From an optimization exercise on the open Yosys and OpenROAD flow, aimed at small area, a short achievable clock period and few clock cycles; shortcuts taken in it are not production practice.
No run shown here included a check of the RTL's function; only the layout flow was run.

==> flow/design.v, too long to show whole: its modules and the start of the top module <==
// module fir_single_chan: 1978 lines
module fir_single_chan (
  input clk,
  input rst,
  output logic [15:0] data_addr_rd_o,
  output logic [15:0] data_addr_wr_o,
  input  logic [15:0] data_din_i,
  output logic [15:0] data_dout_o,
  output logic        data_we_o,
  output logic        done_intr
);
  // ...
==> flow/flow/run.sh <==
#!/bin/bash
# Own layout flow: the standard ORFS flow (standard.sh, standard synthesis), with the
# ports buffered by plain buffers instead of the delay cells buffer_ports picks by default,
# and sizing not held to the cells' footprints. Each tool's output goes to a log here.
set -uo pipefail
bash standard.sh \
  'BUFFER_PORTS_ARGS=-buffer_cell sky130_fd_sc_hd__buf_4' \
  MATCH_CELL_FOOTPRINT=0 \
  finish > flow_make.log 2>&1
status=$?
cp -r orfs/logs flow_logs 2>/dev/null || true
exit $status
==> flow/standard.sh <==
#!/bin/bash
# synth_recipe.tcl (not shown) runs the flow's synth.tcl, then flattens the netlist and writes it again
# the make line also repeats each setting of config.mk as NAME=value (left out here)
make -C /OpenROAD-flow-scripts/flow DESIGN_CONFIG=/design/flow/config.mk WORK_HOME=/design/flow/orfs CLKGATE_MAP_FILE= SYNTH_SCRIPT=/design/flow/synth_recipe.tcl "${@:-finish}"
==> flow/config.mk <==
export PLATFORM = sky130hd
export DESIGN_NAME = fir_single_chan
export DESIGN_NICKNAME = fir_single_chan
export VERILOG_FILES = /design/flow/design.v
export SDC_FILE = /design/flow/constraint.sdc
export NUM_CORES = 4
export LEC_CHECK = 0
export CAP_MARGIN = 20
export CORE_MARGIN = 2
export CORE_UTILIZATION = 40
export CTS_BUF_LIST = sky130_fd_sc_hd__clkbuf_16
export CTS_CLUSTER_DIAMETER = 100
export CTS_CLUSTER_SIZE = 22
export PLACE_DENSITY = 0.6
export SETUP_SLACK_MARGIN = 3.2
export SLEW_MARGIN = 20
==> flow/constraint.sdc <==
create_clock -name core_clock -period 5.5 [get_ports {clk}]
set_input_delay 1.1000 -clock core_clock [delete_from_list [all_inputs] [get_ports {clk}]]
set_output_delay 1.1000 -clock core_clock [all_outputs]
set_load 0.01 [all_outputs]
==> flow_summary.toml, run 1 <==
[die]
die_h_um = 190

[global_routing]
antenna_found_initial = 0
busiest_layer = "met2"
met2_usage = 0.217
grt_start_max_net_pins = 35
global_route.usage.met1 = 0.171

[synth]
synth_compound_area_frac = 0.112
ys_types = 71
synth_top_family_by_area = "adder cells"
synth_nets = 1503
ys_seq_area_frac = 0.456
synth_edf_count = 0

[final_layout]
largest_class = "multi-input gates"
clkbuf_count = 19
seq_cells = 316
multi_input_area_share = 0.453
reg_top3 = "v: 95 flops, ra: 24 flops, rb: 23 flops"
nNonClkBuffers = 88

[clock_tree]
postCtsSetupBuffers = 8
cts_tree = "yes"
cts_sinks = 316
clk_latency_ns = 0.51

[route]
route.detailed.drc = 0
first_iter_violations = 370
avgViaCountPerCell = 4.76
drtPass1Iterations = 5
met1Wirelength_um = 11300

[critical_path]
crit_buf_inv = 1
startpoint_type = "flop"
required_ns = 5.90
cp.arrival_ns = 2.85
reg2reg_to = "pb[16]"
startpoint = "v[1][0]"
path_cells = "ha_4, fa_2, a21o_1, a221o_1, o221ai_2, a21oi_2, o211ai_1, buf_4, xnor2_2"

[sta]
fin_crit_sh = 0.445
whs_ns = 0.323
finalClockSkew_ns = 0.0108
tightest_slew_ns = 0.425
slew-limit-headroom = 0.709

[placed_design]
dp.cells = 1803
place.gp.congestion = 0.825

[status]
outcome = "timing/DRC/antenna clean"
==> run 2, diff against run 1 <==
--- a/flow/design.v
+++ b/flow/design.v
@@ -1348,253 +1348,250 @@
   p <= p_n;
   v[0] <= v_n;
   for (int i = 1; i < 5; i++) v[i] <= v[i-1];
   pa <= pa_n;
   pb <= pb_n;
 end
 assign pc = v[3];   
 logic cs_s1, cs_c1;
-assign cs_s1 = pa[15] ^ ~pa[18];
-assign cs_c1 = pa[15] & ~pa[18];
+assign cs_s1 = pa[0] ^ ~pa[3] ^ pb[0];
+assign cs_c1 = (pa[0] & ~pa[3]) | (pa[0] & pb[0]) | (~pa[3] & pb[0]);
 logic cs_s2, cs_c2;
-assign cs_s2 = pa[0] ^ ~pa[3] ^ pb[0];
-assign cs_c2 = (pa[0] & ~pa[3]) | (pa[0] & pb[0]) | (~pa[3] & pb[0]);
+assign cs_s2 = pa[1] ^ ~pa[4] ^ pb[1];
+assign cs_c2 = (pa[1] & ~pa[4]) | (pa[1] & pb[1]) | (~pa[4] & pb[1]);
 logic cs_s3, cs_c3;
-assign cs_s3 = pa[1] ^ ~pa[4] ^ pb[1];
-assign cs_c3 = (pa[1] & ~pa[4]) | (pa[1] & pb[1]) | (~pa[4] & pb[1]);
+assign cs_s3 = pb[3] ^ pc[1];
+assign cs_c3 = pb[3] & pc[1];
 logic cs_s4, cs_c4;
-assign cs_s4 = pb[3] ^ pc[1];
-assign cs_c4 = pb[3] & pc[1];
+assign cs_s4 = pa[2] ^ ~pa[5] ^ pb[2];
+assign cs_c4 = (pa[2] & ~pa[5]) | (pa[2] & pb[2]) | (~pa[5] & pb[2]);
 logic cs_s5, cs_c5;
-assign cs_s5 = pa[2] ^ ~pa[5] ^ pb[2];
-assign cs_c5 = (pa[2] & ~pa[5]) | (pa[2] & pb[2]) | (~pa[5] & pb[2]);
+assign cs_s5 = pb[4] ^ pc[2] ^ pc[5];
+assign cs_c5 = (pb[4] & pc[2]) | (pb[4] & pc[5]) | (pc[2] & pc[5]);
 logic cs_s6, cs_c6;
-assign cs_s6 = pb[4] ^ pc[2] ^ pc[5];
-assign cs_c6 = (pb[4] & pc[2]) | (pb[4] & pc[5]) | (pc[2] & pc[5]);
+assign cs_s6 = pa[3] ^ ~pa[6] ^ pb[3];
+assign cs_c6 = (pa[3] & ~pa[6]) | (pa[3] & pb[3]) | (~pa[6] & pb[3]);
 logic cs_s7, cs_c7;
-assign cs_s7 = pa[3] ^ ~pa[6] ^ pb[3];
-assign cs_c7 = (pa[3] & ~pa[6]) | (pa[3] & pb[3]) | (~pa[6] & pb[3]);
+assign cs_s7 = pb[5] ^ pc[3] ^ pc[6];
+assign cs_c7 = (pb[5] & pc[3]) | (pb[5] & pc[6]) | (pc[3] & pc[6]);
 logic cs_s8, cs_c8;
-assign cs_s8 = pb[5] ^ pc[3] ^ pc[6];
-assign cs_c8 = (pb[5] & pc[3]) | (pb[5] & pc[6]) | (pc[3] & pc[6]);
+assign cs_s8 = pa[4] ^ ~pa[7] ^ pb[4];
+assign cs_c8 = (pa[4] & ~pa[7]) | (pa[4] & pb[4]) | (~pa[7] & pb[4]);
 logic cs_s9, cs_c9;
-assign cs_s9 = pa[4] ^ ~pa[7] ^ pb[4];
-assign cs_c9 = (pa[4] & ~pa[7]) | (pa[4] & pb[4]) | (~pa[7] & pb[4]);
+assign cs_s9 = pb[6] ^ pc[4] ^ pc[7];
+assign cs_c9 = (pb[6] & pc[4]) | (pb[6] & pc[7]) | (pc[4] & pc[7]);
 logic cs_s10, cs_c10;
-assign cs_s10 = pb[6] ^ pc[4] ^ pc[7];
-assign cs_c10 = (pb[6] & pc[4]) | (pb[6] & pc[7]) | (pc[4] & pc[7]);
+assign cs_s10 = pa[5] ^ ~pa[8] ^ pb[5];
+assign cs_c10 = (pa[5] & ~pa[8]) | (pa[5] & pb[5]) | (~pa[8] & pb[5]);
 logic cs_s11, cs_c11;
-assign cs_s11 = pa[5] ^ ~pa[8] ^ pb[5];
-assign cs_c11 = (pa[5] & ~pa[8]) | (pa[5] & pb[5]) | (~pa[8] & pb[5]);
+assign cs_s11 = pb[7] ^ pc[5] ^ pc[8];
+assign cs_c11 = (pb[7] & pc[5]) | (pb[7] & pc[8]) | (pc[5] & pc[8]);
 logic cs_s12, cs_c12;
-assign cs_s12 = pb[7] ^ pc[5] ^ pc[8];
-assign cs_c12 = (pb[7] & pc[5]) | (pb[7] & pc[8]) | (pc[5] & pc[8]);
+assign cs_s12 = pa[6] ^ ~pa[9] ^ pb[6];
+assign cs_c12 = (pa[6] & ~pa[9]) | (pa[6] & pb[6]) | (~pa[9] & pb[6]);
 logic cs_s13, cs_c13;
-assign cs_s13 = pa[6] ^ ~pa[9] ^ pb[6];
-assign cs_c13 = (pa[6] & ~pa[9]) | (pa[6] & pb[6]) | (~pa[9] & pb[6]);
+assign cs_s13 = pb[8] ^ pc[6] ^ pc[9];
+assign cs_c13 = (pb[8] & pc[6]) | (pb[8] & pc[9]) | (pc[6] & pc[9]);
 logic cs_s14, cs_c14;
-assign cs_s14 = pb[8] ^ pc[6] ^ pc[9];
-assign cs_c14 = (pb[8] & pc[6]) | (pb[8] & pc[9]) | (pc[6] & pc[9]);
+assign cs_s14 = pa[7] ^ ~pa[10] ^ pb[7];
+assign cs_c14 = (pa[7] & ~pa[10]) | (pa[7] & pb[7]) | (~pa[10] & pb[7]);
 logic cs_s15, cs_c15;
-assign cs_s15 = pa[7] ^ ~pa[10] ^ pb[7];
-assign cs_c15 = (pa[7] & ~pa[10]) | (pa[7] & pb[7]) | (~pa[10] & pb[7]);
+assign cs_s15 = pb[9] ^ pc[7] ^ pc[10];
+assign cs_c15 = (pb[9] & pc[7]) | (pb[9] & pc[10]) | (pc[7] & pc[10]);
 logic cs_s16, cs_c16;
-assign cs_s16 = pb[9] ^ pc[7] ^ pc[10];
-assign cs_c16 = (pb[9] & pc[7]) | (pb[9] & pc[10]) | (pc[7] & pc[10]);
+assign cs_s16 = pa[8] ^ ~pa[11] ^ pb[8];
+assign cs_c16 = (pa[8] & ~pa[11]) | (pa[8] & pb[8]) | (~pa[11] & pb[8]);
 logic cs_s17, cs_c17;
-assign cs_s17 = pa[8] ^ ~pa[11] ^ pb[8];
-assign cs_c17 = (pa[8] & ~pa[11]) | (pa[8] & pb[8]) | (~pa[11] & pb[8]);
+assign cs_s17 = pb[10] ^ pc[8] ^ pc[11];
+assign cs_c17 = (pb[10] & pc[8]) | (pb[10] & pc[11]) | (pc[8] & pc[11]);
 logic cs_s18, cs_c18;
-assign cs_s18 = pb[10] ^ pc[8] ^ pc[11];
-assign cs_c18 = (pb[10] & pc[8]) | (pb[10] & pc[11]) | (pc[8] & pc[11]);
+assign cs_s18 = pa[9] ^ ~pa[12] ^ pb[9];
+assign cs_c18 = (pa[9] & ~pa[12]) | (pa[9] & pb[9]) | (~pa[12] & pb[9]);
 logic cs_s19, cs_c19;
-assign cs_s19 = pa[9] ^ ~pa[12] ^ pb[9];
-assign cs_c19 = (pa[9] & ~pa[12]) | (pa[9] & pb[9]) | (~pa[12] & pb[9]);
+assign cs_s19 = pb[11] ^ pc[9] ^ pc[12];
+assign cs_c19 = (pb[11] & pc[9]) | (pb[11] & pc[12]) | (pc[9] & pc[12]);
 logic cs_s20, cs_c20;
-assign cs_s20 = pb[11] ^ pc[9] ^ pc[12];
-assign cs_c20 = (pb[11] & pc[9]) | (pb[11] & pc[12]) | (pc[9] & pc[12]);
+assign cs_s20 = pa[10] ^ ~pa[13] ^ pb[10];
+assign cs_c20 = (pa[10] & ~pa[13]) | (pa[10] & pb[10]) | (~pa[13] & pb[10]);
 logic cs_s21, cs_c21;
-assign cs_s21 = pa[10] ^ ~pa[13] ^ pb[10];
-assign cs_c21 = (pa[10] & ~pa[13]) | (pa[10] & pb[10]) | (~pa[13] & pb[10]);
+assign cs_s21 = pb[12] ^ pc[10] ^ pc[13];
+assign cs_c21 = (pb[12] & pc[10]) | (pb[12] & pc[13]) | (pc[10] & pc[13]);
 logic cs_s22, cs_c22;
-assign cs_s22 = pb[12] ^ pc[10] ^ pc[13];
-assign cs_c22 = (pb[12] & pc[10]) | (pb[12] & pc[13]) | (pc[10] & pc[13]);
+assign cs_s22 = pa[11] ^ ~pa[14] ^ pb[11];
+assign cs_c22 = (pa[11] & ~pa[14]) | (pa[11] & pb[11]) | (~pa[14] & pb[11]);
 logic cs_s23, cs_c23;
-assign cs_s23 = pa[11] ^ ~pa[14] ^ pb[11];
-assign cs_c23 = (pa[11] & ~pa[14]) | (pa[11] & pb[11]) | (~pa[14] & pb[11]);
+assign cs_s23 = pb[13] ^ pc[11] ^ pc[14];
+assign cs_c23 = (pb[13] & pc[11]) | (pb[13] & pc[14]) | (pc[11] & pc[14]);
 logic cs_s24, cs_c24;
-assign cs_s24 = pb[13] ^ pc[11] ^ pc[14];
-assign cs_c24 = (pb[13] & pc[11]) | (pb[13] & pc[14]) | (pc[11] & pc[14]);
+assign cs_s24 = pa[12] ^ ~pa[15] ^ pb[12];
+assign cs_c24 = (pa[12] & ~pa[15]) | (pa[12] & pb[12]) | (~pa[15] & pb[12]);
 logic cs_s25, cs_c25;
-assign cs_s25 = pa[12] ^ ~pa[15] ^ pb[12];
-assign cs_c25 = (pa[12] & ~pa[15]) | (pa[12] & pb[12]) | (~pa[15] & pb[12]);
+assign cs_s25 = pb[14] ^ pc[12] ^ pc[15];
+assign cs_c25 = (pb[14] & pc[12]) | (pb[14] & pc[15]) | (pc[12] & pc[15]);
 logic cs_s26, cs_c26;
-assign cs_s26 = pb[14] ^ pc[12] ^ pc[15];
-assign cs_c26 = (pb[14] & pc[12]) | (pb[14] & pc[15]) | (pc[12] & pc[15]);
+assign cs_s26 = pa[13] ^ ~pa[16] ^ pb[13];
+assign cs_c26 = (pa[13] & ~pa[16]) | (pa[13] & pb[13]) | (~pa[16] & pb[13]);
 logic cs_s27, cs_c27;
-assign cs_s27 = pa[13] ^ ~pa[16] ^ pb[13];
-assign cs_c27 = (pa[13] & ~pa[16]) | (pa[13] & pb[13]) | (~pa[16] & pb[13]);
+assign cs_s27 = pb[15] ^ pc[13] ^ pc[16];
+assign cs_c27 = (pb[15] & pc[13]) | (pb[15] & pc[16]) | (pc[13] & pc[16]);
 logic cs_s28, cs_c28;
-assign cs_s28 = pb[15] ^ pc[13] ^ pc[16];
-assign cs_c28 = (pb[15] & pc[13]) | (pb[15] & pc[16]) | (pc[13] & pc[16]);
+assign cs_s28 = pa[14] ^ ~pa[17] ^ pb[14];
+assign cs_c28 = (pa[14] & ~pa[17]) | (pa[14] & pb[14]) | (~pa[17] & pb[14]);
 logic cs_s29, cs_c29;
-assign cs_s29 = pa[14] ^ ~pa[17] ^ pb[14];
-assign cs_c29 = (pa[14] & ~pa[17]) | (pa[14] & pb[14]) | (~pa[17] & pb[14]);
+assign cs_s29 = pb[16] ^ pc[14] ^ pc[17];
+assign cs_c29 = (pb[16] & pc[14]) | (pb[16] & pc[17]) | (pc[14] & pc[17]);
 logic cs_s30, cs_c30;
-assign cs_s30 = pb[16] ^ pc[14] ^ pc[17];
-assign cs_c30 = (pb[16] & pc[14]) | (pb[16] & pc[17]) | (pc[14] & pc[17]);
+assign cs_s30 = pa[15] ^ ~pa[18] ^ pb[15];
+assign cs_c30 = (pa[15] & ~pa[18]) | (pa[15] & pb[15]) | (~pa[18] & pb[15]);
 logic cs_s31, cs_c31;
-assign cs_s31 = cs_s1 ^ pb[15] ^ pb[17];
-assign cs_c31 = (cs_s1 & pb[15]) | (cs_s1 & pb[17]) | (pb[15] & pb[17]);
+assign cs_s31 = pb[17] ^ pc[15] ^ pc[18];
+assign cs_c31 = (pb[17] & pc[15]) | (pb[17] & pc[18]) | (pc[15] & pc[18]);
 logic cs_s32, cs_c32;
-assign cs_s32 = pc[15] ^ ~pc[18] ^ 1'b1;
-assign cs_c32 = (pc[15] & ~pc[18]) | (pc[15] & 1'b1) | (~pc[18] & 1'b1);
+assign cs_s32 = pa[16] ^ pa[19] ^ pb[16];
+assign cs_c32 = (pa[16] & pa[19]) | (pa[16] & pb[16]) | (pa[19] & pb[16]);
 logic cs_s33, cs_c33;
-assign cs_s33 = pa[16] ^ pa[19] ^ pb[16];
-assign cs_c33 = (pa[16] & pa[19]) | (pa[16] & pb[16]) | (pa[19] & pb[16]);
+assign cs_s33 = pb[18] ^ pc[16] ^ ~pc[18];
+assign cs_c33 = (pb[18] & pc[16]) | (pb[18] & ~pc[18]) | (pc[16] & ~pc[18]);
 logic cs_s34, cs_c34;
-assign cs_s34 = pb[18] ^ pc[16] ^ cs_c1;
-assign cs_c34 = (pb[18] & pc[16]) | (pb[18] & cs_c1) | (pc[16] & cs_c1);
+assign cs_s34 = pa[17] ^ pb[17] ^ ~pb[19];
+assign cs_c34 = (pa[17] & pb[17]) | (pa[17] & ~pb[19]) | (pb[17] & ~pb[19]);
 logic cs_s35, cs_c35;
-assign cs_s35 = pa[17] ^ pb[17] ^ ~pb[19];
-assign cs_c35 = (pa[17] & pb[17]) | (pa[17] & ~pb[19]) | (pb[17] & ~pb[19]);
+assign cs_s35 = cs_s1 ^ pb[2];
+assign cs_c35 = cs_s1 & pb[2];
 logic cs_s36, cs_c36;
-assign cs_s36 = cs_s2 ^ pb[2];
-assign cs_c36 = cs_s2 & pb[2];
+assign cs_s36 = cs_s2 ^ cs_s3 ^ pc[4];
+assign cs_c36 = (cs_s2 & cs_s3) | (cs_s2 & pc[4]) | (cs_s3 & pc[4]);
 logic cs_s37, cs_c37;
-assign cs_s37 = cs_s3 ^ cs_s4 ^ pc[4];
-assign cs_c37 = (cs_s3 & cs_s4) | (cs_s3 & pc[4]) | (cs_s4 & pc[4]);
+assign cs_s37 = cs_s4 ^ cs_s5 ^ cs_c2;
+assign cs_c37 = (cs_s4 & cs_s5) | (cs_s4 & cs_c2) | (cs_s5 & cs_c2);
 logic cs_s38, cs_c38;
-assign cs_s38 = cs_s5 ^ cs_s6 ^ cs_c3;
-assign cs_c38 = (cs_s5 & cs_s6) | (cs_s5 & cs_c3) | (cs_s6 & cs_c3);
+assign cs_s38 = cs_s6 ^ cs_s7 ^ cs_c4;
+assign cs_c38 = (cs_s6 & cs_s7) | (cs_s6 & cs_c4) | (cs_s7 & cs_c4);
 logic cs_s39, cs_c39;
-assign cs_s39 = cs_s7 ^ cs_s8 ^ cs_c5;
-assign cs_c39 = (cs_s7 & cs_s8) | (cs_s7 & cs_c5) | (cs_s8 & cs_c5);
+assign cs_s39 = cs_s8 ^ cs_s9 ^ cs_c6;
+assign cs_c39 = (cs_s8 & cs_s9) | (cs_s8 & cs_c6) | (cs_s9 & cs_c6);
 logic cs_s40, cs_c40;
-assign cs_s40 = cs_s9 ^ cs_s10 ^ cs_c7;
-assign cs_c40 = (cs_s9 & cs_s10) | (cs_s9 & cs_c7) | (cs_s10 & cs_c7);
+assign cs_s40 = cs_s10 ^ cs_s11 ^ cs_c8;
+assign cs_c40 = (cs_s10 & cs_s11) | (cs_s10 & cs_c8) | (cs_s11 & cs_c8);
 logic cs_s41, cs_c41;
-assign cs_s41 = cs_s11 ^ cs_s12 ^ cs_c9;
-assign cs_c41 = (cs_s11 & cs_s12) | (cs_s11 & cs_c9) | (cs_s12 & cs_c9);
+assign cs_s41 = cs_s12 ^ cs_s13 ^ cs_c10;
+assign cs_c41 = (cs_s12 & cs_s13) | (cs_s12 & cs_c10) | (cs_s13 & cs_c10);
 logic cs_s42, cs_c42;
-assign cs_s42 = cs_s13 ^ cs_s14 ^ cs_c11;
-assign cs_c42 = (cs_s13 & cs_s14) | (cs_s13 & cs_c11) | (cs_s14 & cs_c11);
+assign cs_s42 = cs_s14 ^ cs_s15 ^ cs_c12;
+assign cs_c42 = (cs_s14 & cs_s15) | (cs_s14 & cs_c12) | (cs_s15 & cs_c12);
 logic cs_s43, cs_c43;
-assign cs_s43 = cs_s15 ^ cs_s16 ^ cs_c13;
-assign cs_c43 = (cs_s15 & cs_s16) | (cs_s15 & cs_c13) | (cs_s16 & cs_c13);
+assign cs_s43 = cs_s16 ^ cs_s17 ^ cs_c14;
+assign cs_c43 = (cs_s16 & cs_s17) | (cs_s16 & cs_c14) | (cs_s17 & cs_c14);
 logic cs_s44, cs_c44;
-assign cs_s44 = cs_s17 ^ cs_s18 ^ cs_c15;
-assign cs_c44 = (cs_s17 & cs_s18) | (cs_s17 & cs_c15) | (cs_s18 & cs_c15);
+assign cs_s44 = cs_s18 ^ cs_s19 ^ cs_c16;
+assign cs_c44 = (cs_s18 & cs_s19) | (cs_s18 & cs_c16) | (cs_s19 & cs_c16);
 logic cs_s45, cs_c45;
-assign cs_s45 = cs_s19 ^ cs_s20 ^ cs_c17;
-assign cs_c45 = (cs_s19 & cs_s20) | (cs_s19 & cs_c17) | (cs_s20 & cs_c17);
+assign cs_s45 = cs_s20 ^ cs_s21 ^ cs_c18;
+assign cs_c45 = (cs_s20 & cs_s21) | (cs_s20 & cs_c18) | (cs_s21 & cs_c18);
 logic cs_s46, cs_c46;
-assign cs_s46 = cs_s21 ^ cs_s22 ^ cs_c19;
-assign cs_c46 = (cs_s21 & cs_s22) | (cs_s21 & cs_c19) | (cs_s22 & cs_c19);
+assign cs_s46 = cs_s22 ^ cs_s23 ^ cs_c20;
+assign cs_c46 = (cs_s22 & cs_s23) | (cs_s22 & cs_c20) | (cs_s23 & cs_c20);
 logic cs_s47, cs_c47;
-assign cs_s47 = cs_s23 ^ cs_s24 ^ cs_c21;
-assign cs_c47 = (cs_s23 & cs_s24) | (cs_s23 & cs_c21) | (cs_s24 & cs_c21);
+assign cs_s47 = cs_s24 ^ cs_s25 ^ cs_c22;
+assign cs_c47 = (cs_s24 & cs_s25) | (cs_s24 & cs_c22) | (cs_s25 & cs_c22);
 logic cs_s48, cs_c48;
-assign cs_s48 = cs_s25 ^ cs_s26 ^ cs_c23;
-assign cs_c48 = (cs_s25 & cs_s26) | (cs_s25 & cs_c23) | (cs_s26 & cs_c23);
+assign cs_s48 = cs_s26 ^ cs_s27 ^ cs_c24;
+assign cs_c48 = (cs_s26 & cs_s27) | (cs_s26 & cs_c24) | (cs_s27 & cs_c24);
 logic cs_s49, cs_c49;
-assign cs_s49 = cs_s27 ^ cs_s28 ^ cs_c25;
-assign cs_c49 = (cs_s27 & cs_s28) | (cs_s27 & cs_c25) | (cs_s28 & cs_c25);
+assign cs_s49 = cs_s28 ^ cs_s29 ^ cs_c26;
+assign cs_c49 = (cs_s28 & cs_s29) | (cs_s28 & cs_c26) | (cs_s29 & cs_c26);
 logic cs_s50, cs_c50;
-assign cs_s50 = cs_s29 ^ cs_s30 ^ cs_c27;
-assign cs_c50 = (cs_s29 & cs_s30) | (cs_s29 & cs_c27) | (cs_s30 & cs_c27);
+assign cs_s50 = cs_s30 ^ cs_s31 ^ cs_c28;
+assign cs_c50 = (cs_s30 & cs_s31) | (cs_s30 & cs_c28) | (cs_s31 & cs_c28);
 logic cs_s51, cs_c51;
-assign cs_s51 = cs_s31 ^ cs_s32 ^ cs_c29;
-assign cs_c51 = (cs_s31 & cs_s32) | (cs_s31 & cs_c29) | (cs_s32 & cs_c29);
+assign cs_s51 = cs_s32 ^ cs_s33 ^ cs_c30;
+assign cs_c51 = (cs_s32 & cs_s33) | (cs_s32 & cs_c30) | (cs_s33 & cs_c30);
 logic cs_s52, cs_c52;
-assign cs_s52 = cs_s33 ^ cs_s34 ^ cs_c31;
-assign cs_c52 = (cs_s33 & cs_s34) | (cs_s33 & cs_c31) | (cs_s34 & cs_c31);
+assign cs_s52 = cs_s34 ^ pc[17] ^ cs_c32;
+assign cs_c52 = (cs_s34 & pc[17]) | (cs_s34 & cs_c32) | (pc[17] & cs_c32);
 logic cs_s53, cs_c53;
-assign cs_s53 = cs_s35 ^ pc[17] ^ cs_c33;
-assign cs_c53 = (cs_s35 & pc[17]) | (cs_s35 & cs_c33) | (pc[17] & cs_c33);
+assign cs_s53 = pa[18] ^ pb[18] ^ ~pc[18];
+assign cs_c53 = (pa[18] & pb[18]) | (pa[18] & ~pc[18]) | (pb[18] & ~pc[18]);
 logic cs_s54, cs_c54;
-assign cs_s54 = pa[18] ^ pb[18] ^ ~pc[18];
-assign cs_c54 = (pa[18] & pb[18]) | (pa[18] & ~pc[18]) | (pb[18] & ~pc[18]);
+assign cs_s54 = ~pa[19] ^ ~pb[19];
+assign cs_c54 = ~pa[19] & ~pb[19];
 logic cs_s55, cs_c55;
-assign cs_s55 = ~pa[19] ^ ~pb[19];
-assign cs_c55 = ~pa[19] & ~pb[19];
+assign cs_s55 = ~pa[0] ^ pc[0];
+assign cs_c55 = ~pa[0] & pc[0];
 logic cs_s56, cs_c56;
-assign cs_s56 = ~pa[0] ^ pc[0];
-assign cs_c56 = ~pa[0] & pc[0];
+assign cs_s56 = ~pa[1] ^ pb[0] ^ pc[1];
+assign cs_c56 = (~pa[1] & pb[0]) | (~pa[1] & pc[1]) | (pb[0] & pc[1]);
 logic cs_s57, cs_c57;
-assign cs_s57 = ~pa[1] ^ pb[0] ^ pc[1];
-assign cs_c57 = (~pa[1] & pb[0]) | (~pa[1] & pc[1]) | (pb[0] & pc[1]);
+assign cs_s57 = ~pa[2] ^ pb[1] ^ pc[2];
+assign cs_c57 = (~pa[2] & pb[1]) | (~pa[2] & pc[2]) | (pb[1] & pc[2]);
 logic cs_s58, cs_c58;
-assign cs_s58 = ~pa[2] ^ pb[1] ^ pc[2];
-assign cs_c58 = (~pa[2] & pb[1]) | (~pa[2] & pc[2]) | (pb[1] & pc[2]);
+assign cs_s58 = cs_s35 ^ pc[0] ^ pc[3];
+assign cs_c58 = (cs_s35 & pc[0]) | (cs_s35 & pc[3]) | (pc[0] & pc[3]);
 logic cs_s59, cs_c59;
-assign cs_s59 = cs_s36 ^ pc[0] ^ pc[3];
-assign cs_c59 = (cs_s36 & pc[0]) | (cs_s36 & pc[3]) | (pc[0] & pc[3]);
+assign cs_s59 = cs_s36 ^ cs_c1 ^ cs_c35;
+assign cs_c59 = (cs_s36 & cs_c1) | (cs_s36 & cs_c35) | (cs_c1 & cs_c35);
 logic cs_s60, cs_c60;
-assign cs_s60 = cs_s37 ^ cs_c2 ^ cs_c36;
-assign cs_c60 = (cs_s37 & cs_c2) | (cs_s37 & cs_c36) | (cs_c2 & cs_c36);
+assign cs_s60 = cs_s37 ^ cs_c3 ^ cs_c36;
+assign cs_c60 = (cs_s37 & cs_c3) | (cs_s37 & cs_c36) | (cs_c3 & cs_c36);
 logic cs_s61, cs_c61;
-assign cs_s61 = cs_s38 ^ cs_c4 ^ cs_c37;
-assign cs_c61 = (cs_s38 & cs_c4) | (cs_s38 & cs_c37) | (cs_c4 & cs_c37);
+assign cs_s61 = cs_s38 ^ cs_c5 ^ cs_c37;
+assign cs_c61 = (cs_s38 & cs_c5) | (cs_s38 & cs_c37) | (cs_c5 & cs_c37);
 logic cs_s62, cs_c62;
-assign cs_s62 = cs_s39 ^ cs_c6 ^ cs_c38;
-assign cs_c62 = (cs_s39 & cs_c6) | (cs_s39 & cs_c38) | (cs_c6 & cs_c38);
+assign cs_s62 = cs_s39 ^ cs_c7 ^ cs_c38;
+assign cs_c62 = (cs_s39 & cs_c7) | (cs_s39 & cs_c38) | (cs_c7 & cs_c38);
 logic cs_s63, cs_c63;
-assign cs_s63 = cs_s40 ^ cs_c8 ^ cs_c39;
-assign cs_c63 = (cs_s40 & cs_c8) | (cs_s40 & cs_c39) | (cs_c8 & cs_c39);
+assign cs_s63 = cs_s40 ^ cs_c9 ^ cs_c39;
+assign cs_c63 = (cs_s40 & cs_c9) | (cs_s40 & cs_c39) | (cs_c9 & cs_c39);
 logic cs_s64, cs_c64;
-assign cs_s64 = cs_s41 ^ cs_c10 ^ cs_c40;
-assign cs_c64 = (cs_s41 & cs_c10) | (cs_s41 & cs_c40) | (cs_c10 & cs_c40);
+assign cs_s64 = cs_s41 ^ cs_c11 ^ cs_c40;
+assign cs_c64 = (cs_s41 & cs_c11) | (cs_s41 & cs_c40) | (cs_c11 & cs_c40);
 logic cs_s65, cs_c65;
-assign cs_s65 = cs_s42 ^ cs_c12 ^ cs_c41;
-assign cs_c65 = (cs_s42 & cs_c12) | (cs_s42 & cs_c41) | (cs_c12 & cs_c41);
+assign cs_s65 = cs_s42 ^ cs_c13 ^ cs_c41;
+assign cs_c65 = (cs_s42 & cs_c13) | (cs_s42 & cs_c41) | (cs_c13 & cs_c41);
 logic cs_s66, cs_c66;
-assign cs_s66 = cs_s43 ^ cs_c14 ^ cs_c42;
-assign cs_c66 = (cs_s43 & cs_c14) | (cs_s43 & cs_c42) | (cs_c14 & cs_c42);
+assign cs_s66 = cs_s43 ^ cs_c15 ^ cs_c42;
+assign cs_c66 = (cs_s43 & cs_c15) | (cs_s43 & cs_c42) | (cs_c15 & cs_c42);
 logic cs_s67, cs_c67;
-assign cs_s67 = cs_s44 ^ cs_c16 ^ cs_c43;
-assign cs_c67 = (cs_s44 & cs_c16) | (cs_s44 & cs_c43) | (cs_c16 & cs_c43);
+assign cs_s67 = cs_s44 ^ cs_c17 ^ cs_c43;
+assign cs_c67 = (cs_s44 & cs_c17) | (cs_s44 & cs_c43) | (cs_c17 & cs_c43);
 logic cs_s68, cs_c68;
-assign cs_s68 = cs_s45 ^ cs_c18 ^ cs_c44;
-assign cs_c68 = (cs_s45 & cs_c18) | (cs_s45 & cs_c44) | (cs_c18 & cs_c44);
+assign cs_s68 = cs_s45 ^ cs_c19 ^ cs_c44;
+assign cs_c68 = (cs_s45 & cs_c19) | (cs_s45 & cs_c44) | (cs_c19 & cs_c44);
 logic cs_s69, cs_c69;
-assign cs_s69 = cs_s46 ^ cs_c20 ^ cs_c45;
-assign cs_c69 = (cs_s46 & cs_c20) | (cs_s46 & cs_c45) | (cs_c20 & cs_c45);
+assign cs_s69 = cs_s46 ^ cs_c21 ^ cs_c45;
+assign cs_c69 = (cs_s46 & cs_c21) | (cs_s46 & cs_c45) | (cs_c21 & cs_c45);
 logic cs_s70, cs_c70;
-assign cs_s70 = cs_s47 ^ cs_c22 ^ cs_c46;
-assign cs_c70 = (cs_s47 & cs_c22) | (cs_s47 & cs_c46) | (cs_c22 & cs_c46);
+assign cs_s70 = cs_s47 ^ cs_c23 ^ cs_c46;
+assign cs_c70 = (cs_s47 & cs_c23) | (cs_s47 & cs_c46) | (cs_c23 & cs_c46);
 logic cs_s71, cs_c71;
-assign cs_s71 = cs_s48 ^ cs_c24 ^ cs_c47;
-assign cs_c71 = (cs_s48 & cs_c24) | (cs_s48 & cs_c47) | (cs_c24 & cs_c47);
+assign cs_s71 = cs_s48 ^ cs_c25 ^ cs_c47;
+assign cs_c71 = (cs_s48 & cs_c25) | (cs_s48 & cs_c47) | (cs_c25 & cs_c47);
 logic cs_s72, cs_c72;
-assign cs_s72 = cs_s49 ^ cs_c26 ^ cs_c48;
-assign cs_c72 = (cs_s49 & cs_c26) | (cs_s49 & cs_c48) | (cs_c26 & cs_c48);
+assign cs_s72 = cs_s49 ^ cs_c27 ^ cs_c48;
+assign cs_c72 = (cs_s49 & cs_c27) | (cs_s49 & cs_c48) | (cs_c27 & cs_c48);
 logic cs_s73, cs_c73;
-assign cs_s73 = cs_s50 ^ cs_c28 ^ cs_c49;
-assign cs_c73 = (cs_s50 & cs_c28) | (cs_s50 & cs_c49) | (cs_c28 & cs_c49);
+assign cs_s73 = cs_s50 ^ cs_c29 ^ cs_c49;
+assign cs_c73 = (cs_s50 & cs_c29) | (cs_s50 & cs_c49) | (cs_c29 & cs_c49);
 logic cs_s74, cs_c74;
-assign cs_s74 = cs_s51 ^ cs_c30 ^ cs_c50;
-assign cs_c74 = (cs_s51 & cs_c30) | (cs_s51 & cs_c50) | (cs_c30 & cs_c50);
+assign cs_s74 = cs_s51 ^ cs_c31 ^ cs_c50;
+assign cs_c74 = (cs_s51 & cs_c31) | (cs_s51 & cs_c50) | (cs_c31 & cs_c50);
 logic cs_s75, cs_c75;
-assign cs_s75 = cs_s52 ^ cs_c32 ^ cs_c51;
-assign cs_c75 = (cs_s52 & cs_c32) | (cs_s52 & cs_c51) | (cs_c32 & cs_c51);
+assign cs_s75 = cs_s52 ^ cs_c33 ^ cs_c51;
+assign cs_c75 = (cs_s52 & cs_c33) | (cs_s52 & cs_c51) | (cs_c33 & cs_c51);
 logic cs_s76, cs_c76;
 assign cs_s76 = cs_s53 ^ cs_c34 ^ cs_c52;
 assign cs_c76 = (cs_s53 & cs_c34) | (cs_s53 & cs_c52) | (cs_c34 & cs_c52);
 logic cs_s77, cs_c77;
-assign cs_s77 = cs_s54 ^ cs_c35 ^ cs_c53;
-assign cs_c77 = (cs_s54 & cs_c35) | (cs_s54 & cs_c53) | (cs_c35 & cs_c53);
-logic cs_s78, cs_c78;
-assign cs_s78 = cs_s55 ^ 1'b1 ^ cs_c54;
-assign cs_c78 = (cs_s55 & 1'b1) | (cs_s55 & cs_c54) | (1'b1 & cs_c54);
+assign cs_s77 = cs_s54 ^ 1'b1 ^ cs_c53;
+assign cs_c77 = (cs_s54 & 1'b1) | (cs_s54 & cs_c53) | (1'b1 & cs_c53);
 logic [23:0] ra, rb;
 always_ff @(posedge clk) begin
-  ra <= {cs_c55, cs_s78, cs_s77, cs_s76, cs_s75, cs_s74, cs_s73, cs_s72, cs_s71, cs_s70, cs_s69, cs_s68, cs_s67, cs_s66, cs_s65, cs_s64, cs_s63, cs_s62, cs_s61, cs_s60, cs_s59, cs_s58, cs_s57, cs_s56};
-  rb <= {cs_c78, cs_c77, cs_c76, cs_c75, cs_c74, cs_c73, cs_c72, cs_c71, cs_c70, cs_c69, cs_c68, cs_c67, cs_c66, cs_c65, cs_c64, cs_c63, cs_c62, cs_c61, cs_c60, cs_c59, cs_c58, cs_c57, cs_c56, 1'b1};
+  ra <= {cs_c54, cs_s77, cs_s76, cs_s75, cs_s74, cs_s73, cs_s72, cs_s71, cs_s70, cs_s69, cs_s68, cs_s67, cs_s66, cs_s65, cs_s64, cs_s63, cs_s62, cs_s61, cs_s60, cs_s59, cs_s58, cs_s57, cs_s56, cs_s55};
+  rb <= {cs_c77, cs_c76, cs_c75, cs_c74, cs_c73, cs_c72, cs_c71, cs_c70, cs_c69, cs_c68, cs_c67, cs_c66, cs_c65, cs_c64, cs_c63, cs_c62, cs_c61, cs_c60, cs_c59, cs_c58, cs_c57, cs_c56, cs_c55, 1'b1};
 end
 logic [23:0] sum;
 logic sum_g0_0, sum_p0_0;
 assign sum_g0_0 = ra[0] & rb[0];
 assign sum_p0_0 = ra[0] ^ rb[0];
 logic sum_g0_1, sum_p0_1;
 assign sum_g0_1 = ra[1] & rb[1];
 assign sum_p0_1 = ra[1] ^ rb[1];
@@ -1952,27 +1949,27 @@
 assign sum[18] = sum_p0_18 ^ sum_g5_17;
 assign sum[19] = sum_p0_19 ^ sum_g5_18;
 assign sum[20] = sum_p0_20 ^ sum_g5_19;
 assign sum[21] = sum_p0_21 ^ sum_g5_20;
 assign sum[22] = sum_p0_22 ^ sum_g5_21;
 assign sum[23] = sum_p0_23 ^ sum_g5_22;
 always_ff @(posedge clk) data_dout_o <= sum[23:8];
 logic start;
-assign start = (data_addr_rd_o == 16'd14);
+assign start = (data_addr_rd_o[3:0] == 4'd14);
 always_ff @(posedge clk) begin
   if (rst) begin
     data_addr_rd_o <= 16'd1;
-    data_addr_wr_o <= 16'hffff;
+    data_addr_wr_o <= 16'hfff2;
     data_we_o <= 1'b0;
     done_intr <= 1'b0;
   end else begin
     data_addr_rd_o <= data_addr_rd_o + 16'd1;
+    data_addr_wr_o <= data_addr_wr_o + 16'd1;
     if (done_intr) begin
       data_we_o <= 1'b0;
     end else if (data_we_o | start) begin
       data_we_o <= 1'b1;
-      data_addr_wr_o <= data_addr_wr_o + 16'd1;
-      if (data_addr_wr_o == 16'hfffe) done_intr <= 1'b1;
+      if (data_we_o && data_addr_wr_o == 16'hfffe) done_intr <= 1'b1;
     end
   end
 end
 endmodule
--- a/flow/config.mk
+++ b/flow/config.mk
@@ -7,10 +7,11 @@
 export LEC_CHECK = 0
 export CAP_MARGIN = 20
 export CORE_MARGIN = 2
 export CORE_UTILIZATION = 40
 export CTS_BUF_LIST = sky130_fd_sc_hd__clkbuf_16
 export CTS_CLUSTER_DIAMETER = 100
 export CTS_CLUSTER_SIZE = 22
 export PLACE_DENSITY = 0.6
-export SETUP_SLACK_MARGIN = 3.2
+export SETUP_SLACK_MARGIN = 3.5
 export SLEW_MARGIN = 20
+export TNS_END_PERCENT = 0
==> flow_summary.toml, run 2 <==
[job]
max_cap_violations = 0

[final_layout]
largest_register_ffs = 95
final_cell_area_mm2 = 0.0155
post-route-util = 0.452
largest-register = "v"
drive_above_1_share = 0.104
syn_to_final_growth_pct = 12.0
diodes = 0
reg_top3 = "v: 95 flops, ra: 24 flops, rb: 23 flops"
nNetsFinal = 1566
final_cell_mix = "dfxtp_1, inv_1, ha_1"
fillCellCount = 3195
final_common_cell = "dfxtp_1"

[clock_tree]
cts_tree = "yes"
h-tree-depth = 1
max-clock-path-buffers = 3
clock-root-buffer = "clkbuf_16"
numCtsBuffers = 18
cts_sinks = 316
clk_latency_ns = 0.51
clk_pin_slew_ns = 0.09

[synth]
syn-cell-area_mm2 = 0.0138
synth_compound_area_frac = 0.123
synth_flop_cell = "dfxtp_1"
synthAdderAreaFrac = 0.220
ys_ff_latch = 316
avgSynthCellArea_um2 = 10.9
synthTopCellsByArea = "dfxtp_1, fa_1, ha_1"
synthCells = 1268
yosys.area_share.xor_xnor = 0.0703
synth_mux_area_frac = 0.000814
synthDominantCellAreaShare = 0.457
synth-simple-area-share = 0.0845
synth_edf_count = 0
ys_warn_count = 2
synthArstFlopShare = 0
ys_seq_area_frac = 0.457
synth_common_cells = "dfxtp_1, inv_1, ha_1, fa_1, xnor2_1"
synth_nets = 1483
ys_types = 74
synth_top_family_by_area = "adder cells"
synth_area_leader_cell = "dfxtp_1"
yosysMostFrequentCell = "dfxtp_1"

[route]
antenna_left = 0
met3_length_um = 623
highest_layer = "met4"
avgViaCountPerCell = 4.68
met2_wirelength_um = 9830
wirelength_um = 22000
via_count = 8448
first_iter_violations = 268
detail_route.wl_per_cell_um = 12.2
met1Wirelength_um = 11100
route.detailed.drc = 0
drtPass1Iterations = 6

[die]
start_util = 0.404
ios = 68
die-area_mm2 = 0.0361
die_h_um = 190
rows = 68
core_mm2 = 0.0343
die_x_um = 190

[sta]
hold_viol = 0
tightest_slew_ns = 0.513
finalClockSkew_ns = 0.00915
fmax_mhz = 411
setup-violations-final = 0
fin_tns_setup_ns = 0
finalCriticalPeriod_ns = 2.43
fin_crit_sh = 0.442
grt_setup_unrepaired = "true"
layout_setup_ws_ns = 3.07
slew_viol_final = 0
slew-limit-headroom = 0.655

[placed_design]
placed_cell_area_mm2 = 0.0149
hpwl_um = 16800
place.gp.congestion = 0.789
dp_slack_ns = 2.94
portBuffers = 67

[status]
outcome = "timing/DRC/antenna clean"

[critical_path]
startpoint_type = "flop"
cp.arrival_ns = 2.82
crit_fanout = 3
endpoint_kind = "flop"
required_ns = 5.89
worstSetupPathType = "flop to flop"

[global_routing]
grt_start_max_net_pins = 35
overflow = 0
grtUsageTotal = 0.124
grt_pass1_wl_um = 37600
antenna_found_initial = 0
grt_pass1_vias = 8227

[hold_path]
hold_class = "flop to flop"
[run 2: kinds of logic after synthesis]
logic type | Yosys count
simple gates | 236
xor+xnor | 111
compound gates | 247
fa+ha+maj | 197
buf+inv | 160
flops | 316
mux | 1
[run 2: path summary, 6_finish.rpt]
path | endpoint | startpoint | cells after the start | slack (ns)
max reg2reg | pa[18] | v[4][0] | 8 | 3.07
min | v[3][12] | v[2][12] | 0 | 0.33
max | pa[18] | v[4][0] | 8 | 3.07
min reg2reg | v[3][12] | v[2][12] | 0 | 0.33
[run 2: stage by stage]
stage / hold WS, ns / cells
final: 0.327 / 1807
after floorplan: 0.310 / 1268
after CTS: 0.326 / 1805
after global placement: 0.310 / 1782
after global routing: 0.334 / 1807
after detailed placement: 0.312 / 1782
[run 2: timing repair]
item / 4_1_cts / 5_1_grt
gates cloned: 0 / 0
pin swaps: 3 / 9
setup endpoints to repair: 133 / 146
buffers inserted: 2 / 2
hold buffers: 0 / 0
hold endpoints to repair: 0 / 0
gates resized for setup: 11 / 12
[run 2: worst max-delay path, stage by stage, from the launching register on]
cell and delay [ns]:
dfxtp_1 0.34, ha_4 0.17, fa_2 0.39, a211o_4 0.38, a2111oi_4 0.42, o31ai_4 0.14
a21oi_2 0.19, a311oi_1 0.13, xor2_1 0.16
[run 2: area by class of cell]
class | count | area (um^2) | share of cell area
Tap cell | 455 | 569 | 0.0367
Inverter | 152 | 571 | 0.0368
Multi-Input combinational cell | 792 | 7000 | 0.452
Clock inverter | 2 | 17.5 | 0.00113
Sequential cell | 316 | 6330 | 0.408
Clock buffer | 19 | 475 | 0.0307
Timing Repair Buffer | 71 | 533 | 0.0344
[run 2: metal layers]
layer,vias to the layer above,track usage
li1,4434,-
met1,3892,0.171
met2,92,0.205
met3,30,0.0162
met4,0,0.0337
met5,-,0
==> run 3, diff against run 2 <==
--- a/flow/config.mk
+++ b/flow/config.mk
@@ -12,6 +12,5 @@
 export CTS_CLUSTER_DIAMETER = 100
 export CTS_CLUSTER_SIZE = 22
 export PLACE_DENSITY = 0.6
-export SETUP_SLACK_MARGIN = 3.5
+export SETUP_SLACK_MARGIN = 3.3
 export SLEW_MARGIN = 20
-export TNS_END_PERCENT = 0
==> flow_summary.toml, run 3 <==
[sta]
slew_viol_final = 0
layout_setup_ws_ns = 3.12
whs_ns = 0.326
fmax_mhz = 420
setup-violations-final = 0
finalClockSkew_ns = 0.0141
fin_tns_setup_ns = 0
fin_crit_sh = 0.433
finalCriticalPeriod_ns = 2.38
grt_setup_unrepaired = "true"
hold_viol = 0
tightest_slew_ns = 0.475
slew-limit-headroom = 0.680

[route]
avgViaCountPerCell = 4.72
first_iter_violations = 305
drtPass1Iterations = 4
antenna_left = 0
detail_route.wl_per_cell_um = 12.7
via_count = 8660
wirelength_um = 23200
route.detailed.drc = 0

[synth]
ys_types = 74
synthCells = 1268
yosysMostFrequentCell = "dfxtp_1"
synth_area_leader_cell = "dfxtp_1"
ys_ff_latch = 316
synthDominantCellAreaShare = 0.457
synth_flop_cell = "dfxtp_1"
avgSynthCellArea_um2 = 10.9
ys_warn_count = 2
synth_common_cells = "dfxtp_1, inv_1, ha_1, fa_1, xnor2_1"
ys_seq_area_frac = 0.457
synthArstFlopShare = 0
syn-cell-area_mm2 = 0.0138
synth_nets = 1483
synthTopCellsByArea = "dfxtp_1, fa_1, ha_1"
synth_edf_count = 0

[placed_design]
hpwl_um = 17100
portBuffers = 67
dp_slack_ns = 2.91
place.gp.congestion = 0.777

[final_layout]
diodes = 0
syn_to_final_growth_pct = 17.0
final_cell_mix = "dfxtp_1, inv_1, ha_1"
drive_above_1_share = 0.186
largest_register_ffs = 95
largest-register = "v"
post-route-util = 0.472
reg_top3 = "v: 95 flops, ra: 24 flops, rb: 23 flops"
nNetsFinal = 1593
final_common_cell = "dfxtp_1"

[critical_path]
startpoint = "v[0][0]"
crit_fanout = 3
endpoint_kind = "flop"
r2r_setup_slack_ns = 3.12
r2r_cells = 8
crit_end = "pa[18]"
startpoint_type = "flop"
r2r_start = "v[0][0]"
cp.arrival_ns = 2.78
required_ns = 5.90
reg2reg_to = "pa[18]"
worstSetupPathType = "flop to flop"

[hold_path]
hold_class = "flop to flop"

[global_routing]
antenna_found_initial = 0
grt_start_max_net_pins = 35
grt_pass1_wl_um = 38900
overflow = 0
grtUsageTotal = 0.128
grt_pass1_vias = 8521

[die]
die-area_mm2 = 0.0361
core_mm2 = 0.0343
rows = 68
die_x_um = 190
start_util = 0.404
die_h_um = 190
ios = 68

[clock_tree]
h-tree-depth = 1
clk_pin_slew_ns = 0.09
cts_hold_buffers = 0
max-clock-path-buffers = 3
cts_tree = "yes"
clk_latency_ns = 0.51
cts_sinks = 316
numCtsBuffers = 18
clock-root-buffer = "clkbuf_16"

[job]
max_cap_violations = 0

[status]
outcome = "timing/DRC/antenna clean"
-- run 3: cell counts after synthesis --
No cell type changed its count.
-- run 3: worst min path at each step --
stage | from | end | slack [ns] | cells after the start
after global placement | v[2][6] | v[3][6] | 0.31 | 0
final | v[2][1] | v[3][1] | 0.33 | 0
after global routing | v[2][16] | v[3][16] | 0.33 | 0
after CTS | v[2][16] | v[3][16] | 0.33 | 0
after detailed placement | v[2][10] | v[3][10] | 0.31 | 0
after floorplan | v[2][0] | v[3][0] | 0.31 | 0
-- run 3: cell type report --
type	count	area (um^2)
Clock buffer	19	475
Clock inverter	3	20.0
Fill cell	3146	18100
Inverter	152	571
Multi-Input combinational cell	792	7410
Sequential cell	316	6400
Tap cell	455	569
Timing Repair Buffer	98	743
-- run 3: cell families after synthesis --
| logic type | count (synthesis) | share of synthesized area |
|---|---|---|
| AOI/OAI and AO/OA | 247 | 0.123 |
| buffers and inverters | 160 | 0.0447 |
| and+or+nand+nor | 236 | 0.0845 |
| xor gates and xnor gates | 111 | 0.0703 |
| muxes | 1 | 0.000814 |
| DFF | 316 | 0.457 |
| adders and majority gates | 197 | 0.220 |
-- run 3: layer usage --
layer / GRT usage / vias to the layer above / wire, um
li1: - / 4483 / -
met1: 0.174 / 4065 / 11600
met2: 0.215 / 87 / 10700
met3: 0.0173 / 25 / 557
met4: 0.0325 / 0 / 444
met5: 0 / - / 0
-- run 3: per-stage QoR --
stage	area, um^2	std cells
after global placement	14900	1782
after floorplan	13900	1268
after CTS	15800	1828
after global routing	16200	1835
final	16200	1835
after detailed placement	14900	1782
-- run 3: repair_timing --
action | in CTS | in global routing
setup buffers | 24 | 7
pin swaps | 29 | 41
endpoints found under the setup margin | 55 | 57
resized for setup | 68 | 76
-- run 3: critical path, cell delays in order, from the launching register on --
cell and delay, ns:
dfxtp_2 0.34, ha_4 0.16, fa_2 0.35, a211o_4 0.35, a2111oi_4 0.45, o31ai_4 0.12, a21oi_2 0.22, a311oi_2 0.12
xor2_1 0.15
==> run 4, diff against run 3 <==
--- a/flow/config.mk
+++ b/flow/config.mk
@@ -12,5 +12,6 @@
 export CTS_CLUSTER_DIAMETER = 100
 export CTS_CLUSTER_SIZE = 22
 export PLACE_DENSITY = 0.6
-export SETUP_SLACK_MARGIN = 3.3
+export SETUP_SLACK_MARGIN = 3.4
 export SLEW_MARGIN = 20
+export TNS_END_PERCENT = 40
==> flow_summary.toml, run 4 <==
[route]
via_count = 8823
wirelength_um = 23700
route.detailed.drc = 0
drtPass1Iterations = 4
avgViaCountPerCell = 4.76
first_iter_violations = 374
antenna_left = 0
detail_route.wl_per_cell_um = 12.8

[critical_path]
r2r_setup_slack_ns = 3.15
reg2reg_to = "pa[18]"
endpoint_kind = "flop"
r2r_start = "v[0][0]"
crit_fanout = 3
r2r_cells = 8
required_ns = 5.89
startpoint_type = "flop"
worstSetupPathType = "flop to flop"
cp.arrival_ns = 2.74

[final_layout]
diodes = 0
drive_above_1_share = 0.204
largest-register = "v"
final_cell_mix = "dfxtp_1, inv_1, ha_1"
reg_top3 = "v: 95 flops, ra: 24 flops, rb: 23 flops"
fillCellCount = 3114
final_cell_area_mm2 = 0.0165
syn_to_final_growth_pct = 19.5
largest_register_ffs = 95
final_common_cell = "dfxtp_1"
nNetsFinal = 1611
post-route-util = 0.482

[clock_tree]
cts_hold_buffers = 0
clk_latency_ns = 0.51
clock-root-buffer = "clkbuf_16"
clk_pin_slew_ns = 0.08
cts_sinks = 316
max-clock-path-buffers = 3
numCtsBuffers = 18
cts_tree = "yes"
h-tree-depth = 1

[synth]
ys_seq_area_frac = 0.457
synth_flop_cell = "dfxtp_1"
ys_types = 74
synthTopCellsByArea = "dfxtp_1, fa_1, ha_1"
synthArstFlopShare = 0
avgSynthCellArea_um2 = 10.9
synthCells = 1268
ys_warn_count = 2
synth_nets = 1483
synth_edf_count = 0
ys_ff_latch = 316
synth_area_leader_cell = "dfxtp_1"
syn-cell-area_mm2 = 0.0138
yosysMostFrequentCell = "dfxtp_1"
synth_common_cells = "dfxtp_1, inv_1, ha_1, fa_1, xnor2_1"
synthDominantCellAreaShare = 0.457

[die]
core_mm2 = 0.0343
rows = 68
die_h_um = 190
die-area_mm2 = 0.0361
start_util = 0.404
ios = 68
die_x_um = 190

[job]
max_cap_violations = 0

[hold_path]
holdPathStages = 0
hold_start = "v[2][7]"
hold_class = "flop to flop"
min_to = "v[3][7]"

[sta]
fin_tns_setup_ns = 0
fmax_mhz = 426
hold_viol = 0
finalCriticalPeriod_ns = 2.35
finalClockSkew_ns = 0.0121
slew-limit-headroom = 0.639
slew_viol_final = 0
tightest_slew_ns = 0.536
setup-violations-final = 0
grt_setup_unrepaired = "true"
fin_crit_sh = 0.427

[global_routing]
grt_pass1_vias = 8586
grtUsageTotal = 0.129
grt_start_max_net_pins = 35
overflow = 0
antenna_found_initial = 0
grt_pass1_wl_um = 39100

[placed_design]
hpwl_um = 17100
place.gp.congestion = 0.806
portBuffers = 67
placed_cell_area_mm2 = 0.0149

[status]
outcome = "timing/DRC/antenna clean"
[run 4: cell types whose count changed in the layout (fill, tap and decap cells not counted), sizes merged]
cell    delta
inv        -1
bufinv     +1
buf       +18
clkinv     -1
[run 4: per-stage QoR]
stage	setup slack [ns]	hold slack (ns)	instances
after floorplan	3.29	0.310	1268
after global placement	2.95	0.310	1782
after detailed placement	2.88	0.313	1782
after CTS	3.16	0.327	1826
after global routing	3.08	0.331	1852
final	3.15	0.326	1852
[run 4: logic make-up (layout without fill, tap and decap cells)]
logic type | count (synthesis) | count (layout) | share of synthesized area
DFF | 316 | 316 | 0.457
muxes | 1 | 1 | 0.000814
xor gates and xnor gates | 111 | 111 | 0.0703
buffers and inverters | 160 | 289 | 0.0447
adders and majority gates | 197 | 197 | 0.220
AOI/OAI and AO/OA | 247 | 247 | 0.123
and+or+nand+nor | 236 | 236 | 0.0845
[run 4: critical path: stages, from the launching register on]
cell and delay (ns):
dfxtp_2 0.34, ha_4 0.16, fa_2 0.35, a211o_4 0.35, a2111oi_4 0.39, o31ai_4 0.12, a21oi_2 0.22, a311oi_2 0.13
xor2_1 0.17
[run 4: metal layers]
layer	up-vias	GRT usage	routed length [um]
li1	4527	-	-
met1	4131	0.174	11500
met2	121	0.218	11000
met3	44	0.0166	606
met4	0	0.0373	641
met5	-	0	0
[run 4: what timing repair did]
| action | in CTS | in global routing |
|---|---|---|
| setup endpoints to repair | 88 | 101 |
| pin swaps | 48 | 52 |
| buffers inserted | 23 | 26 |
| gates resized for setup | 99 | 83 |
[run 4: layout make-up]
type,count,area [um^2],share of cell area
multi-input cells,792,7510,0.454
inverters,152,571,0.0345
flip-flops and latches,316,6430,0.389
clock inverters,2,41.3,0.00250
repair buffers,116,935,0.0565
clock buffers,19,475,0.0288
well taps,455,569,0.0344
[run 4: worst max-delay path by stage]
stage                        end  depth (start not counted)  startpoint  slack, ns
after floorplan           pa[14]                          9     v[0][0]       3.29
after global placement    pb[17]                          8     v[3][1]       2.95
after detailed placement  pb[17]                          8     v[3][1]       2.88
after CTS                 pa[18]                          8     v[0][0]       3.16
after global routing      pa[14]                          9     v[0][0]       3.08
final                     pa[18]                          8     v[0][0]       3.15

## re-timing with driven ports
The flow's constraints put no driver on any port. The routed layouts listed below were extracted and timed again, unchanged, in two steps. Step 1 (the two cells are an assumption about what drives the block):
set clk [get_ports {clk}]
set_driving_cell -lib_cell sky130_fd_sc_hd__clkbuf_16 $clk
set_driving_cell -lib_cell sky130_fd_sc_hd__buf_2 [delete_from_list [all_inputs] $clk]
Step 2, shift: input delay + t, output delay - t, t = (earliest + latest rising clock arrival at the registers) / 2. This alone moves slack from input paths to output paths. a / b / c = no drivers / after step 1 / after step 2; a / b = the first two.
| run | t (ns) | slack for setup (ns) | cell pins on the clock port's net |
|---|---|---|---|
| run 1 | 0.554 | 3.054 / 3.054 / 3.054 | 1 |
| run 2 | 0.551 | 3.067 / 3.067 / 3.067 | 1 |
| run 3 | 0.548 | 3.119 / 3.119 / 3.119 | 1 |
| run 4 | 0.552 | 3.152 / 3.152 / 3.152 | 1 |
After both steps every run listed still meets setup and hold.
